Background: an optimization exercise with open tools, aiming at small area and a short achievable clock period. Do not read the settings as production practice. Only simulation tests tie the RTL to the original design; equivalence was not proved. Power and IR drop assume default switching activity.

File: flow/run.sh
#!/bin/bash
# synth_recipe.tcl (not shown) runs the flow's synth.tcl, then flattens the netlist and writes it again
# the make line also repeats each setting of config.mk as NAME=value (left out here)
make -C /OpenROAD-flow-scripts/flow DESIGN_CONFIG=/design/flow/config.mk WORK_HOME=/design/flow/orfs CLKGATE_MAP_FILE= SYNTH_SCRIPT=/design/flow/synth_recipe.tcl finish
File: flow/config.mk
export PLATFORM = sky130hd
export DESIGN_NAME = mips_id_ex
export DESIGN_NICKNAME = mips_id_ex
export VERILOG_FILES = /design/flow/design.v
export SDC_FILE = /design/flow/constraint.sdc
export NUM_CORES = 4
export LEC_CHECK = 0
export ABC_AREA = 0
export CAP_MARGIN = 20
export CORE_MARGIN = 2
export CORE_UTILIZATION = 40
export SLEW_MARGIN = 20
File: flow/constraint.sdc
create_clock -name core_clock -period 5.0 [get_ports {clk}]
set_input_delay 1.0000 -clock core_clock [delete_from_list [all_inputs] [get_ports {clk}]]
set_output_delay 1.0000 -clock core_clock [all_outputs]
set_load 0.01 [all_outputs]
File: flow/design.v
`timescale 1ns / 1ps
module decode(
    input wire          clk,
                        rst,
                        wb_reg_write,
    input wire [4:0]    wb_write_reg_location,
    input wire [31:0]   mem_wb_write_data,
                        if_id_instr,
                        if_id_npc,
    output wire [1:0]   id_ex_wb,
    output wire [2:0]   id_ex_mem,
    output wire [3:0]   id_ex_execute,
    output wire [31:0]  id_ex_npc,
                        id_ex_readdat1,
                        id_ex_readdat2,
                        id_ex_sign_ext,
    output wire [4:0]   id_ex_instr_bits_20_16,
                        id_ex_instr_bits_15_11
);
    wire [31:0] sign_ext_internal;
    wire [31:0] readdat1_internal;
    wire [31:0] readdat2_internal;
    wire [1:0] wb_internal;
    wire [2:0] mem_internal;
    wire [3:0] ex_internal;
    signExt sE0 (
        .immediate(if_id_instr[15:0]),
        .extended(sign_ext_internal)
    );
    regfile rf0 (
        .clk(clk),
        .rst(rst),
        .regwrite(wb_reg_write),
        .rs(if_id_instr[25:21]),
        .rt(if_id_instr[20:16]),
        .rd(wb_write_reg_location),
        .writedata(mem_wb_write_data),
        .A_readdat1(readdat1_internal),
        .B_readdat2(readdat2_internal)
    );
    control c0 (
        .clk(clk),
        .rst(rst),
        .opcode(if_id_instr[31:26]),
        .wb(wb_internal),
        .mem(mem_internal),
        .ex(ex_internal)
    ); 
    idExLatch iEL0 (
        .clk(clk),
        .rst(rst),
        .ctl_wb(wb_internal),
        .ctl_mem(mem_internal),
        .ctl_ex(ex_internal),
        .npc(if_id_npc),
        .readdat1(readdat1_internal),
        .readdat2(readdat2_internal),
        .sign_ext(sign_ext_internal),
        .instr_bits_20_16(if_id_instr[20:16]),
        .instr_bits_15_11(if_id_instr[15:11]),
        .wb_out(id_ex_wb),
        .mem_out(id_ex_mem),
        .ctl_out(id_ex_execute),
        .npc_out(id_ex_npc),
        .readdat1_out(id_ex_readdat1),
        .readdat2_out(id_ex_readdat2),
        .sign_ext_out(id_ex_sign_ext),
        .instr_bits_20_16_out(id_ex_instr_bits_20_16),
        .instr_bits_15_11_out(id_ex_instr_bits_15_11)
    );
endmodule
module signExt(
    input wire [15:0] immediate,
    output wire [31:0] extended
);
    assign extended = {{16{immediate[15]}}, immediate};
endmodule
`timescale 1ns / 1ps
module regfile(
    input wire clk, rst, regwrite, 
    input wire [4:0] rs, rt, rd,
    input wire [31:0] writedata,
    output reg [31:0] A_readdat1, B_readdat2   
);
    reg [31:0] REG [0:31];
    integer i;
    always @(posedge clk) begin
        if (rst) begin
            for (i = 0; i < 32; i = i + 1)
                REG[i] <= 32'b0;
        end
        else if (regwrite) begin
            REG[rd] <= writedata;
        end
    end
    always @(*) begin
        if (rst) begin
            A_readdat1 = 32'b0;
            B_readdat2 = 32'b0;
        end
        else begin
            A_readdat1 = REG[rs];
            B_readdat2 = REG[rt];
        end
    end
endmodule
module control(
    input wire clk, rst,
    input wire [5:0] opcode,
    output reg [1:0] wb,
    output reg [2:0] mem,
    output reg [3:0] ex
);
    parameter RTYPE = 6'b000000;
    parameter LW = 6'b100011;  
    parameter SW = 6'b101011;  
    parameter BEQ = 6'b000100;  
    parameter NOP = 6'b100000;  
    always @(*) begin
        case (opcode)
            RTYPE: begin
                wb = 2'b10;
                mem = 3'b000;
                ex = 4'b1100;
            end
            LW: begin
                wb = 2'b11;
                mem = 3'b010;
                ex = 4'b0001;
            end
            SW: begin
                wb = 2'b00;
                mem = 3'b001;
                ex = 4'b0001;
            end
            BEQ: begin
                wb = 2'b00;
                mem = 3'b100;
                ex = 4'b0010;
            end
            default: begin 
                wb = 2'b0;
                mem = 3'b0;
                ex = 4'b0;
            end
        endcase
    end
endmodule
module idExLatch(
    input wire clk, rst,
    input wire [1:0] ctl_wb,
    input wire [2:0] ctl_mem,
    input wire [3:0] ctl_ex,
    input wire [31:0] npc, readdat1, readdat2, sign_ext, 
    input wire [4:0] instr_bits_20_16, instr_bits_15_11, 
    output reg [1:0] wb_out, 
    output reg [2:0] mem_out,
    output reg [3:0] ctl_out,
    output reg [31:0] npc_out, readdat1_out, readdat2_out, sign_ext_out, 
    output reg [4:0] instr_bits_20_16_out, instr_bits_15_11_out
);
    always @(posedge clk) begin
        if (rst) begin
            wb_out <= 2'b00;
            mem_out <= 3'b000;
            ctl_out <= 4'b0000;
            npc_out <= 32'b0;
            readdat1_out <= 32'b0;
            readdat2_out <= 32'b0;
            sign_ext_out <= 32'b0;
            instr_bits_20_16_out <= 5'b00000;
            instr_bits_15_11_out <= 5'b00000;
        end
        else begin
            wb_out <= ctl_wb;
            mem_out <= ctl_mem;
            ctl_out <= ctl_ex;
            npc_out <= npc;
            readdat1_out <= readdat1;
            readdat2_out <= readdat2;
            sign_ext_out <= sign_ext;
            instr_bits_20_16_out <= instr_bits_20_16;
            instr_bits_15_11_out <= instr_bits_15_11;
        end
    end    
endmodule
`timescale 1ns / 1ps
module execute(
    input  wire        clk,
    input  wire        reset,
    input  wire [1:0]  wb_ctl,
    input  wire [2:0]  m_ctl,
    input  wire        regdst,
    input  wire        alusrc,
    input  wire [1:0]  aluop,
    input  wire [31:0] npcout,
    input  wire [31:0] rdata1,
    input  wire [31:0] rdata2,
    input  wire [31:0] s_extendout,
    input  wire [4:0]  instrout_2016,
    input  wire [4:0]  instrout_1511,
    input  wire [5:0]  funct,
    output wire [1:0]  wb_ctlout,
    output wire        branch,
    output wire        memread,
    output wire        memwrite,
    output wire [31:0] EX_MEM_NPC,
    output wire        zero,
    output wire [31:0] alu_result,
    output wire [31:0] rdata2out,
    output wire [4:0]  five_bit_muxout
);
wire [31:0] shifted_imm;
wire [31:0] adder_out;
wire [31:0] b_input;
wire [31:0] aluout;
wire [4:0]  reg_mux_out;
wire [2:0]  alu_ctrl;
wire        aluzero;
assign shifted_imm = s_extendout << 2;
adder adder3 (
    .add_in1(npcout),
    .add_in2(shifted_imm),
    .add_out(adder_out)
);
bottom_mux bottom_mux3 (
    .a(instrout_1511),
    .b(instrout_2016),
    .sel(regdst),
    .y(reg_mux_out)
);
alu_control alu_control3 (
    .funct(funct),
    .aluop(aluop),
    .select(alu_ctrl)
);
top_mux top_mux3 (
    .a(s_extendout),
    .b(rdata2),
    .sel(alusrc),
    .y(b_input)
);
alu alu3 (
    .a(rdata1),
    .b(b_input),
    .control(alu_ctrl),
    .result(aluout),
    .zero(aluzero)
);
ex_mem ex_mem3 (
    .clk(clk),
    .reset(reset),
    .ctlwb_in(wb_ctl),
    .ctlm_in(m_ctl),
    .adder_in(adder_out),
    .zero_in(aluzero),
    .alu_in(aluout),
    .rdata2_in(rdata2),
    .mux_in(reg_mux_out),
    .ctlwb_out(wb_ctlout),
    .branch(branch),
    .memread(memread),
    .memwrite(memwrite),
    .add_result(EX_MEM_NPC),
    .zero(zero),
    .alu_result(alu_result),
    .rdata2_out(rdata2out),
    .five_bit_muxout(five_bit_muxout)
);
endmodule
module adder(
    input wire [31:0] add_in1,
    input wire [31:0] add_in2,
    output wire [31:0] add_out
    );
    assign add_out = add_in1 + add_in2;
endmodule
module bottom_mux(
    input  wire [4:0] a,   
    input  wire [4:0] b,   
    input  wire sel,
    output wire [4:0] y    
);
    assign y = sel ? a : b;
endmodule
module alu_control(
    input  wire [5:0] funct,
    input  wire [1:0] aluop,
    output reg  [2:0] select
);
    localparam Rtype  = 2'b10;     
    localparam LW_SW  = 2'b00;     
    localparam BEQ    = 2'b01;     
    localparam UNKNOWN= 2'b11;     
    localparam ALU_AND = 3'b000;
    localparam ALU_OR  = 3'b001;
    localparam ALU_ADD = 3'b010;
    localparam ALU_SUB = 3'b110;
    localparam ALU_SLT = 3'b111;
    localparam ALU_X   = 3'b011;    
    localparam FUNCT_ADD = 6'b100000;
    localparam FUNCT_SUB = 6'b100010;
    localparam FUNCT_AND = 6'b100100;
    localparam FUNCT_OR  = 6'b100101;
    localparam FUNCT_SLT = 6'b101010;
    always @(*) begin
        case (aluop)
            Rtype: begin
                case (funct)
                    FUNCT_ADD: select = ALU_ADD;
                    FUNCT_SUB: select = ALU_SUB;
                    FUNCT_AND: select = ALU_AND;
                    FUNCT_OR:  select = ALU_OR;
                    FUNCT_SLT: select = ALU_SLT;
                    default:    select = ALU_X;
                endcase
            end
            LW_SW: select = ALU_ADD;
            BEQ:   select = ALU_SUB;
            UNKNOWN: select = ALU_X;
            default: select = ALU_X;
        endcase
    end
endmodule
module top_mux(
    input  wire [31:0] a,   
    input  wire [31:0] b,   
    input  wire sel,
    output wire [31:0] y      
);
    assign y = sel ? a : b;
endmodule
module alu(
    input  wire [31:0] a,
    input  wire [31:0] b,
    input  wire [2:0]  control,
    output reg  [31:0] result,
    output wire        zero
);
    localparam ALU_AND = 3'b000;
    localparam ALU_OR  = 3'b001;
    localparam ALU_ADD = 3'b010;
    localparam ALU_X   = 3'b011;      
    localparam ALU_SUB = 3'b110;
    localparam ALU_SLT = 3'b111;
    always @(*) begin
        case (control)
            ALU_AND: result = a & b;
            ALU_OR:  result = a | b;
            ALU_ADD: result = a + b;
            ALU_SUB: result = a - b;
            ALU_SLT: result = ($signed(a) < $signed(b)) ? 32'd1 : 32'd0;
            default: result = 32'd0;
        endcase
    end
    assign zero = (result == 32'd0);
endmodule
module ex_mem(
    input  wire        clk,
    input  wire        reset,
    input  wire [1:0]  ctlwb_in,
    input  wire [2:0]  ctlm_in,
    input  wire [31:0] adder_in,
    input  wire        zero_in,
    input  wire [31:0] alu_in,
    input  wire [31:0] rdata2_in,
    input  wire [4:0]  mux_in,
    output reg [1:0]   ctlwb_out,
    output reg         branch,
    output reg         memread,
    output reg         memwrite,
    output reg [31:0]  add_result,
    output reg         zero,
    output reg [31:0]  alu_result,
    output reg [31:0]  rdata2_out,
    output reg [4:0]   five_bit_muxout
);
    always @(posedge clk) begin
        if (reset) begin
            ctlwb_out      <= 0;
            branch         <= 0;
            memread        <= 0;
            memwrite       <= 0;
            add_result     <= 0;
            zero           <= 0;
            alu_result     <= 0;
            rdata2_out     <= 0;
            five_bit_muxout<= 0;
        end 
        else begin
            ctlwb_out      <= ctlwb_in;
            branch         <= ctlm_in[2];
            memread        <= ctlm_in[1];
            memwrite       <= ctlm_in[0];
            add_result     <= adder_in;
            zero           <= zero_in;
            alu_result     <= alu_in;
            rdata2_out     <= rdata2_in;
            five_bit_muxout<= mux_in;
        end
    end
endmodule
`timescale 1ns / 1ps
module mips_id_ex(
    input  wire        clk,
    input  wire        rst,
    input  wire        wb_reg_write,
    input  wire [4:0]  wb_write_reg_location,
    input  wire [31:0] mem_wb_write_data,
    input  wire [31:0] if_id_instr,
    input  wire [31:0] if_id_npc,
    output wire [1:0]  ex_mem_wb,
    output wire        ex_mem_branch,
    output wire        ex_mem_memread,
    output wire        ex_mem_memwrite,
    output wire [31:0] ex_mem_npc,
    output wire        ex_mem_zero,
    output wire [31:0] ex_mem_alu_result,
    output wire [31:0] ex_mem_rdata2,
    output wire [4:0]  ex_mem_write_reg
);
    wire [1:0]  id_ex_wb;
    wire [2:0]  id_ex_mem;
    wire [3:0]  id_ex_execute;
    wire [31:0] id_ex_npc, id_ex_readdat1, id_ex_readdat2, id_ex_sign_ext;
    wire [4:0]  id_ex_instr_bits_20_16, id_ex_instr_bits_15_11;
    decode id0 (
        .clk(clk),
        .rst(rst),
        .wb_reg_write(wb_reg_write),
        .wb_write_reg_location(wb_write_reg_location),
        .mem_wb_write_data(mem_wb_write_data),
        .if_id_instr(if_id_instr),
        .if_id_npc(if_id_npc),
        .id_ex_wb(id_ex_wb),
        .id_ex_mem(id_ex_mem),
        .id_ex_execute(id_ex_execute),
        .id_ex_npc(id_ex_npc),
        .id_ex_readdat1(id_ex_readdat1),
        .id_ex_readdat2(id_ex_readdat2),
        .id_ex_sign_ext(id_ex_sign_ext),
        .id_ex_instr_bits_20_16(id_ex_instr_bits_20_16),
        .id_ex_instr_bits_15_11(id_ex_instr_bits_15_11)
    );
    execute ex0 (
        .clk(clk),
        .reset(rst),
        .wb_ctl(id_ex_wb),
        .m_ctl(id_ex_mem),
        .regdst(id_ex_execute[3]),
        .alusrc(id_ex_execute[0]),
        .aluop(id_ex_execute[2:1]),
        .npcout(id_ex_npc),
        .rdata1(id_ex_readdat1),
        .rdata2(id_ex_readdat2),
        .s_extendout(id_ex_sign_ext),
        .instrout_2016(id_ex_instr_bits_20_16),
        .instrout_1511(id_ex_instr_bits_15_11),
        .funct(id_ex_sign_ext[5:0]),
        .wb_ctlout(ex_mem_wb),
        .branch(ex_mem_branch),
        .memread(ex_mem_memread),
        .memwrite(ex_mem_memwrite),
        .EX_MEM_NPC(ex_mem_npc),
        .zero(ex_mem_zero),
        .alu_result(ex_mem_alu_result),
        .rdata2out(ex_mem_rdata2),
        .five_bit_muxout(ex_mem_write_reg)
    );
endmodule
==> impl_metrics.py <==
metrics = {
    "floorplanning": {
        "coreArea_sq_mm": 0.1667,
        "die_w_um": 413.0,
        "num_io_pins": 211,
        "dieArea_sq_mm": 0.1706,
        "rows": 150,
        "initial_core_util_pct": 40.16,
        "die_h_um": 413.0,
    },
    "setup_path": {
        "rr_endpoint": "ex0.ex_mem3.zero",
        "worst-path-max-fanout": 17,
        "critPathLaunchType": "flip-flop",
        "crit_type": "flip-flop to flip-flop",
        "worstPathRequired_ns": 5.72,
        "worst-r2r-setup-slack_ns": 0.40,
        "worstRegToRegCells": 14,
        "worstPathArrival_ns": 5.32,
        "cp-end-kind": "flip-flop",
        "r2r_start": "id0.iEL0.ctl_out[0]",
    },
    "drt": {
        "firstDrtPassIters": 6,
        "vias": 43280,
        "viasPerCell": 6.036,
        "drc": 0,
        "ant_nets": 0,
        "wl_mm": 226.9,
        "wl_per_cell_um": 31.65,
        "drt_iter0_markers": 6056,
    },
    "placement": {
        "port_buffers": 210,
        "placed_cell_area_sq_mm": 0.07268,
        "dp_hpwl_mm": 142.3,
        "gp_congestion": 0.8960,
    },
    "min_path": {
        "min_path_type": "flip-flop to flip-flop",
        "holdCritStartpoint": "id0.iEL0.npc_out[1]",
        "whs_path_depth": 1,
        "hold_end": "ex0.ex_mem3.add_result[1]",
    },
    "timing": {
        "hold_viol": 0,
        "fin_setup_tns_ns": 0,
        "hold_ws_ns": 0.4380,
        "slew_violations": 0,
        "tightest_slew_ns": 1.119,
        "finClkSkew_ns": 0.02463,
        "slew_headroom_pct": 25.19,
        "min_period_ns": 4.602,
        "fin_crit_sh_pct": 92.04,
        "setup_viol": 0,
        "max_freq_ghz": 0.2173,
        "rsz0062_at_grt": "false",
    },
    "power": {
        "power_frac_comb_pct": 16.2,
        "power_density_mw_per_mm2": 351.4,
        "p_int_mw": 19.82,
        "p_sw_mw": 7.355,
        "switching_share_pct": 27.06,
        "p_leak_nw": 27.28,
        "pwr-share-seq_pct": 45.0,
        "power.total_mw": 27.18,
        "clkPwrFrac_pct": 38.8,
        "vdd_drop_max_mv": 0.3771,
    },
    "clocking": {
        "cts.sinks": 1253,
        "post-cts-setup-buffer-count": 0,
        "clk_latency_ns": 0.80,
        "cts_buffers": 140,
        "root_buffer": "clkbuf_16",
        "htree_num_levels": 4,
        "ctsLongestPathBuffers": 3,
        "clk_pin_slew_worst_paths_ns": 0.06,
        "tritoncts": "yes",
        "hold_buffers": 0,
    },
    "job": {
        "maxCapViolations": 0,
    },
    "grt": {
        "overflow": 0,
        "grt_pass1_vias": 42960,
        "grt_pass1_wl_mm": 320.0,
        "grtUsageTotal_pct": 26.48,
        "grt_max_degree": 79,
        "grt_antenna_before_repair": 34,
    },
    "yosys": {
        "yosys_warnings": 6,
        "yosys.area.top_type": "edfxtp_1",
        "ys_dominant_reg_cell": "edfxtp_1",
        "ys_seq_area_share_pct": 52.79,
        "synth_area_leaders": "edfxtp_1 (46%), mux4_2 (22%), and2_1 (9.7%)",
        "synth.cell_area_sq_mm": 0.06693,
        "synth.most_common_cell": "and2_1",
        "synthTopCellsByCount": "and2_1 (1,041), edfxtp_1 (1,024), mux4_2 (640), clkbuf_1 (366), nor2_1 (241)",
        "synth-edff-count": 1024,
        "syn-instance-count": 4753,
        "synth_fp_nets": 4988,
        "avgSynthCellArea_sq_um": 14.08,
        "synth_top_area_share_pct": 45.95,
        "synth_seq_cells": 1253,
        "async_flop_share_pct": 0,
        "synth.distinct_cells": 90,
    },
    "cells_and_area": {
        "final-seq-area_sq_mm": 0.03533,
        "multi_input_area_sq_mm": 0.03007,
        "fin_nets": 5083,
        "post-route-util_pct": 46.40,
        "fillers": 14470,
        "area_growth_pct": 15.54,
        "drive_gt1_share_pct": 22.72,
        "design_area_sq_mm": 0.07733,
    },
    "status": {
        "outcome": "complete, no violations",
    },
}
kinds of logic after synthesis:
group | after synthesis | synth area share (%)
AO/OA/AOI/OAI | 441 | 4.464
multiplexers | 734 | 22.94
buffers and inverters | 572 | 3.221
XOR/XNOR | 25 | 0.3272
adder cells (fa/ha/maj) | 131 | 2.483
flip-flops | 1253 | 52.79
AND/OR/NAND/NOR | 1597 | 13.77
power groups by stage:
stage                     clock network (mW)  registers (mW)  logic, mW
after floorplan                            0            12.4       2.64
after global placement                     0            12.4       4.36
after detailed placement                   0            12.5       4.35
after CTS                               10.7            12.2       4.37
after global routing                    11.1            12.3       4.66
final                                   10.5            12.2       4.41
registers in the layout, summed over array words and instances (netlist names), 2 cells and up:
name,count
ex0.ex_mem3.add_result,32
ex0.ex_mem3.alu_result,32
ex0.ex_mem3.ctlwb_out,2
ex0.ex_mem3.five_bit_muxout,5
ex0.ex_mem3.rdata2_out,32
id0.iEL0.ctl_out,3
id0.iEL0.instr_bits_20_16_out,5
id0.iEL0.npc_out,32
id0.iEL0.readdat1_out,32
id0.iEL0.readdat2_out,32
id0.iEL0.sign_ext_out,16
id0.iEL0.wb_out,2
id0.rf0.REG,1024
area by class of cell:
| class | count | area share [%] |
|---|---|---|
| Sequential cell | 1253 | 45.69 |
| Multi-Input combinational cell | 2928 | 38.88 |
| Timing Repair Buffer | 386 | 5.189 |
| Clock buffer | 168 | 4.705 |
| Tap cell | 2204 | 3.566 |
| Clock inverter | 83 | 1.259 |
| Inverter | 139 | 0.6763 |
| Antenna cell | 9 | 0.02912 |
repair_timing:
item,in CTS,in global routing
gates resized for setup,0,2
endpoints found under the setup margin,0,1
endpoints found under the hold margin,0,0
routing by layer:
layer  vias to the layer above  share of wire [%]  global-route usage, %  wire (um)
met5                         -              0.055                      0        125
met2                      2441                 46                  40.89     103500
met1                     22270                 41                  37.51      92080
li1                      18140                  -                      -          -
met3                       405                 11                  5.877      24520
met4                        18                2.9                  7.743       6664
stage by stage:
stage,worst slack [ns],instances
finish,0.3982,7170
global placement,0.3680,6909
detailed placement,0.3010,6909
floorplan,0.4488,4753
global route,0.07724,7161
CTS,0.2346,7160
worst max path at each step:
stage | depth (start not counted) | slack [ns] | endpoint | start
5_1_grt | 14 | 0.08 | ex0.ex_mem3.zero | id0.iEL0.ctl_out[0]
4_1_cts | 14 | 0.23 | ex0.ex_mem3.zero | id0.iEL0.ctl_out[0]
6_report | 14 | 0.40 | ex0.ex_mem3.zero | id0.iEL0.ctl_out[0]
3_5_place_dp | 14 | 0.30 | ex0.ex_mem3.zero | id0.iEL0.ctl_out[0]
3_3_place_gp | 14 | 0.37 | ex0.ex_mem3.zero | id0.iEL0.ctl_out[0]
2_1_floorplan | 6 | 0.45 | id0.rf0.REG[12][0] | rst
cells in the final DEF (no fill, tap or decap), types with 12 or more instances in the layout:
cell,n
nor2_4,32
nor2b_1,87
and2_1,1041
clkbuf_16,140
a31oi_1,22
nor2_1,209
o21ai_4,32
nand3_1,28
nor3_1,29
dfxtp_1,229
o31ai_1,12
mux2i_1,94
edfxtp_1,1024
o21ai_0,50
a21o_1,36
o211ai_1,15
clkinv_2,28
nand2b_1,15
bufinv_16,15
a21oi_1,114
inv_1,135
a211oi_1,12
ha_1,128
buf_4,130
clkbuf_1,25
nand2_1,71
xnor2_1,19
clkdlybuf4s50_1,193
mux4_2,640
nand4_1,14
buf_12,47
clkinv_1,25
nor4_1,13
critical path: stages, from the launching register on:
cell       delay (ns)
dfxtp_1          0.35
buf_12           0.20
mux2i_1          0.44
ha_1             0.38
nand2b_1         0.17
a221oi_1         0.48
o311ai_1         0.25
a2111oi_2        0.59
a21oi_1          0.24
a21bo_2          0.24
o22ai_1          0.19
nand3_1          0.10
a2111oi_0        0.60
nand4_1          0.17
nor2_1           0.11

==> static timing again, ports no longer ideal <==
The results above use ideal ports. As a check the final layout listed here was re-extracted and re-timed, cells and wires unchanged. Step 1: set_driving_cell puts a clkbuf_16 on clk and a buf_2 on each other input, an assumption about the parent block. Step 2, shift: input delay + t, output delay - t, t = (earliest + latest rising clock arrival at the registers) / 2. This alone moves slack from input paths to output paths. Slacks: no drivers / after step 1 / after step 2; pairs: no drivers / after step 1.
shift t [ns]: 0.861
setup WS [ns]: 0.398 / 0.398 / 0.398
worst setup path after step 2: register to register
After both steps this run still meets setup and hold. For this run, drivers alone change the setup slack by 0.000 ns; drivers and shift together by 0.000 ns.
